Source: an optimization exercise on an open RTL-to-GDS flow (aim: small area). Production flows keep margins and buffers that such runs may drop. Only simulation tests tie the RTL to the original design; equivalence was not proved. No driver is modelled on the clock port, so clock power and skew are understated where the tree is cut down; a real chip needs a root buffer or a tree. Power figures rest on the tool's default switching activity, not on a simulated workload.

==> module Sensor_Controller, before the edit <==
module Sensor_Controller (input CLK,							 
								  input EN,								 
								  input RST,							 
								  input Echo,							 
								  output reg Trigger,				 
								  output reg [3:0] Tens,			 
								  output reg [3:0] Units);		 
reg [4:0] R;
reg [3:0] E;
reg [1:0] H;			 
reg [3:0] T, U;
wire [3:0] U_Inc = {(U[3]) | (U[2] & U[1] & U[0]), (U[2] & ~U[0]) | (U[2] & ~U[1]) | (~U[2] & U[1] & U[0]), (~U[1] & U[0]) | (U[1] & ~U[0]), (~U[0])};	 
wire [3:0] T_Inc = {(T[3]) | (T[2] & T[1] & T[0]), (T[2] & ~T[0]) | (T[2] & ~T[1]) | (~T[2] & T[1] & T[0]), (~T[1] & T[0]) | (T[1] & ~T[0]), (~T[0])};	 
wire U_Nine  = (U[3] & U[0]);
wire T_Nine  = (T[3] & T[0]);
wire U_Five  = U[2] & U[0];				 
wire T_Five  = T[2] & T[0];				 
wire Q_Inc   = R[4] & R[3];								 
wire Q_Wrap  = H[1] & T_Five & U_Five;					 
wire E_Last  = ~R[2] & ~R[1] & ~R[0];					 
wire C_Last  = E[3] & E[2] & E[0] & T[3] & U_Nine & ~R[3] & R[2] & R[1];
wire Far_Now = H[0];
wire Clr = !RST | (EN & C_Last);
always@(posedge CLK)
	if(Clr)
		begin
			R <= 0; E <= 0; H <= 0; T <= 0; U <= 0;
		end
	else if(EN)
		begin
			R <= Q_Inc ? {2'b00, R[2:0]} : R + 5'd5;
			if(Q_Inc)
				begin
					if(Q_Wrap)
						begin
							H <= 0; T <= 0; U <= 0;
							if(E_Last)
								E <= E + 1;
						end
					else if(U_Nine)
						begin
							U <= 0;
							if(T_Nine)
								begin
									T <= 0;
									H <= {H[0], 1'b1};
								end
							else
								T <= T_Inc;
						end
					else
						U <= U_Inc;
				end
		end
always@(posedge CLK)
	if(!RST)
		begin
			Trigger <= 0;
			Tens <= 0; Units <= 0;
		end
	else if(EN)
		begin
			Trigger <= C_Last;
			if(Echo)
				begin
					Tens <= T | {4{Far_Now}};
					Units <= U | {4{Far_Now}};
				end
		end
endmodule
Settings: LEC_CHECK=0, CAP_MARGIN=20, CORE_MARGIN=2, CORE_UTILIZATION=40, SLEW_MARGIN=20; clock period 30.0 ns.
standard.sh (not shown) runs the stock make flow with config.mk's settings and CLKGATE_MAP_FILE= SYNTH_SCRIPT=/design/flow/synth_recipe.tcl, a recipe that flattens the netlist after the stock synthesis.
==> flow/flow/run.sh <==
#!/bin/bash
# Own layout flow: the standard synthesis, then the combinational logic
# between the registers is mapped again by ABC for area (the registers, their
# names and cell types stay as the standard synthesis made them), then
# the standard layout steps from floorplan to finish.
set -euo pipefail
W=$PWD
R=$W/orfs/results/$FLOW_PLATFORM/Security_Top/base
YOSYS=yosys
if [[ -x $FLOW_HOME/../tools/install/yosys/bin/yosys ]]; then YOSYS=$FLOW_HOME/../tools/install/yosys/bin/yosys; fi
LIB=$FLOW_HOME/platforms/$FLOW_PLATFORM/lib/sky130_fd_sc_hd__tt_025C_1v80.lib

MAKE_VARS=(
  "BUFFER_PORTS_ARGS=-buffer_cell sky130_fd_sc_hd__buf_1"
  "PRE_CTS_TCL=$W/flow/manual_cts.tcl"
  "MANUAL_CTS_NET=CLK"
  "MANUAL_CTS_BUF=sky130_fd_sc_hd__clkbuf_8"
  "MANUAL_CTS_N=4"
)

# 1. standard synthesis (netlist only)
bash standard.sh "$R/1_2_yosys.v" > "$W/1_standard_synth.log" 2>&1
cp "$R/1_2_yosys.v" "$W/standard_netlist.v"

# 2. area re-mapping of the combinational logic: several ABC runs (two
#    mappers, four seeds), keeping the smallest result
best=""
best_area=""
for batch in "1 2" "3 4"; do
  for seed in $batch; do
    for mapper in amap nf; do
      tag=${mapper}_$seed
      sed -e "s|@SEED@|$seed|g" "$W/flow/area_$mapper.abc" > "$W/area_$tag.abc"
      sed -e "s|@LIB@|$LIB|g" -e "s|@IN@|$W/standard_netlist.v|g" -e "s|@OUT@|$W/remapped_$tag.v|g" \
          -e "s|@SCRIPT@|$W/area_$tag.abc|g" -e "s|@TOP@|$FLOW_TOP|g" "$W/flow/remap.ys" > "$W/remap_$tag.ys"
      "$YOSYS" -s "$W/remap_$tag.ys" > "$W/2_remap_$tag.log" 2>&1 &
    done
  done
  wait
done
for log in "$W"/2_remap_*.log; do
  tag=${log##*/2_remap_}
  tag=${tag%.log}
  area=$(grep "Chip area for module" "$log" | tail -1 | awk '{print $NF}')
  [[ -n $area && -s $W/remapped_$tag.v ]] || continue
  if [[ -z $best_area ]] || awk -v a="$area" -v b="$best_area" 'BEGIN { exit !(a < b) }'; then
    best=$tag
    best_area=$area
  fi
done
echo "remap: kept $best, area $best_area" > "$W/2_remap_choice.log"
cp "$W/remapped_$best.v" "$R/1_2_yosys.v"
touch "$R/1_2_yosys.v"

# 3. standard layout from the remapped netlist
bash standard.sh "${MAKE_VARS[@]}" finish > "$W/3_layout.log" 2>&1
Other scripts of this flow, unchanged in this note and not shown: flow/flow/area_amap.abc, flow/flow/area_nf.abc, flow/flow/manual_cts.tcl, flow/flow/remap.ys
Next try:
--- a/flow/design.v
+++ b/flow/design.v
@@ -37,42 +37,41 @@
 								  input RST,							 
 								  input Echo,							 
 								  output reg Trigger,				 
 								  output reg [3:0] Tens,			 
 								  output reg [3:0] Units);		 
 reg [4:0] R;
-reg [3:0] E;
+reg [6:0] Q_Hi;
 reg [1:0] H;			 
 reg [3:0] T, U;
 wire [3:0] U_Inc = {(U[3]) | (U[2] & U[1] & U[0]), (U[2] & ~U[0]) | (U[2] & ~U[1]) | (~U[2] & U[1] & U[0]), (~U[1] & U[0]) | (U[1] & ~U[0]), (~U[0])};	 
 wire [3:0] T_Inc = {(T[3]) | (T[2] & T[1] & T[0]), (T[2] & ~T[0]) | (T[2] & ~T[1]) | (~T[2] & T[1] & T[0]), (~T[1] & T[0]) | (T[1] & ~T[0]), (~T[0])};	 
 wire U_Nine  = (U[3] & U[0]);
 wire T_Nine  = (T[3] & T[0]);
 wire U_Five  = U[2] & U[0];				 
 wire T_Five  = T[2] & T[0];				 
+wire T_Eight = T[3];						 
 wire Q_Inc   = R[4] & R[3];								 
 wire Q_Wrap  = H[1] & T_Five & U_Five;					 
-wire E_Last  = ~R[2] & ~R[1] & ~R[0];					 
-wire C_Last  = E[3] & E[2] & E[0] & T[3] & U_Nine & ~R[3] & R[2] & R[1];
+wire C_Last  = Q_Hi[6] & Q_Hi[1] & Q_Hi[0] & T_Eight & U_Nine & R[2];	 
 wire Far_Now = H[0];
 wire Clr = !RST | (EN & C_Last);
 always@(posedge CLK)
 	if(Clr)
 		begin
-			R <= 0; E <= 0; H <= 0; T <= 0; U <= 0;
+			R <= 0; Q_Hi <= 0; H <= 0; T <= 0; U <= 0;
 		end
 	else if(EN)
 		begin
 			R <= Q_Inc ? {2'b00, R[2:0]} : R + 5'd5;
 			if(Q_Inc)
 				begin
 					if(Q_Wrap)
 						begin
 							H <= 0; T <= 0; U <= 0;
-							if(E_Last)
-								E <= E + 1;
+							Q_Hi <= Q_Hi + 1;
 						end
 					else if(U_Nine)
 						begin
 							U <= 0;
 							if(T_Nine)
 								begin
- clock power grows by about 5%
- routed wire length grows by about 4.3%
- via count grows by 5.2%
- sequential cell count grows by 3
- first-iteration DRC count shrinks by about 7%
- area after synthesis grows by 2.6%
- sequential power grows by about 5.5%
No run of this note takes its clock network from TritonCTS; it comes from the design's own scripts or RTL.

-- afterwards: timing with drivers on the ports --
Ports are ideal in the flow. The routed layouts listed here were re-timed in OpenROAD.
Step 1: set_driving_cell puts a clkbuf_16 on CLK and a buf_2 on each other input, an assumption about the parent block.
Step 2 moves the port delays by t, midway between the first and last clock arrival at a register: inputs arrive t later, outputs are due t later. That takes back most of the time a late clock gives input paths.
Slacks: ideal / step 1 / step 2; pairs: ideal / step 1.
run | shift t [ns] | slack for setup (ns) | worst setup path at the end | slew at the worst register clock pin (ns) | worst data-port slew with drivers (ns)
the first run | 0.202 | 22.335 / 22.280 / 22.482 | register to output | 0.11 / 0.11 | 0.03
the second run | 0.199 | 22.230 / 22.176 / 22.375 | register to output | 0.10 / 0.10 | 0.03
After both steps setup and hold are still met in every run listed.
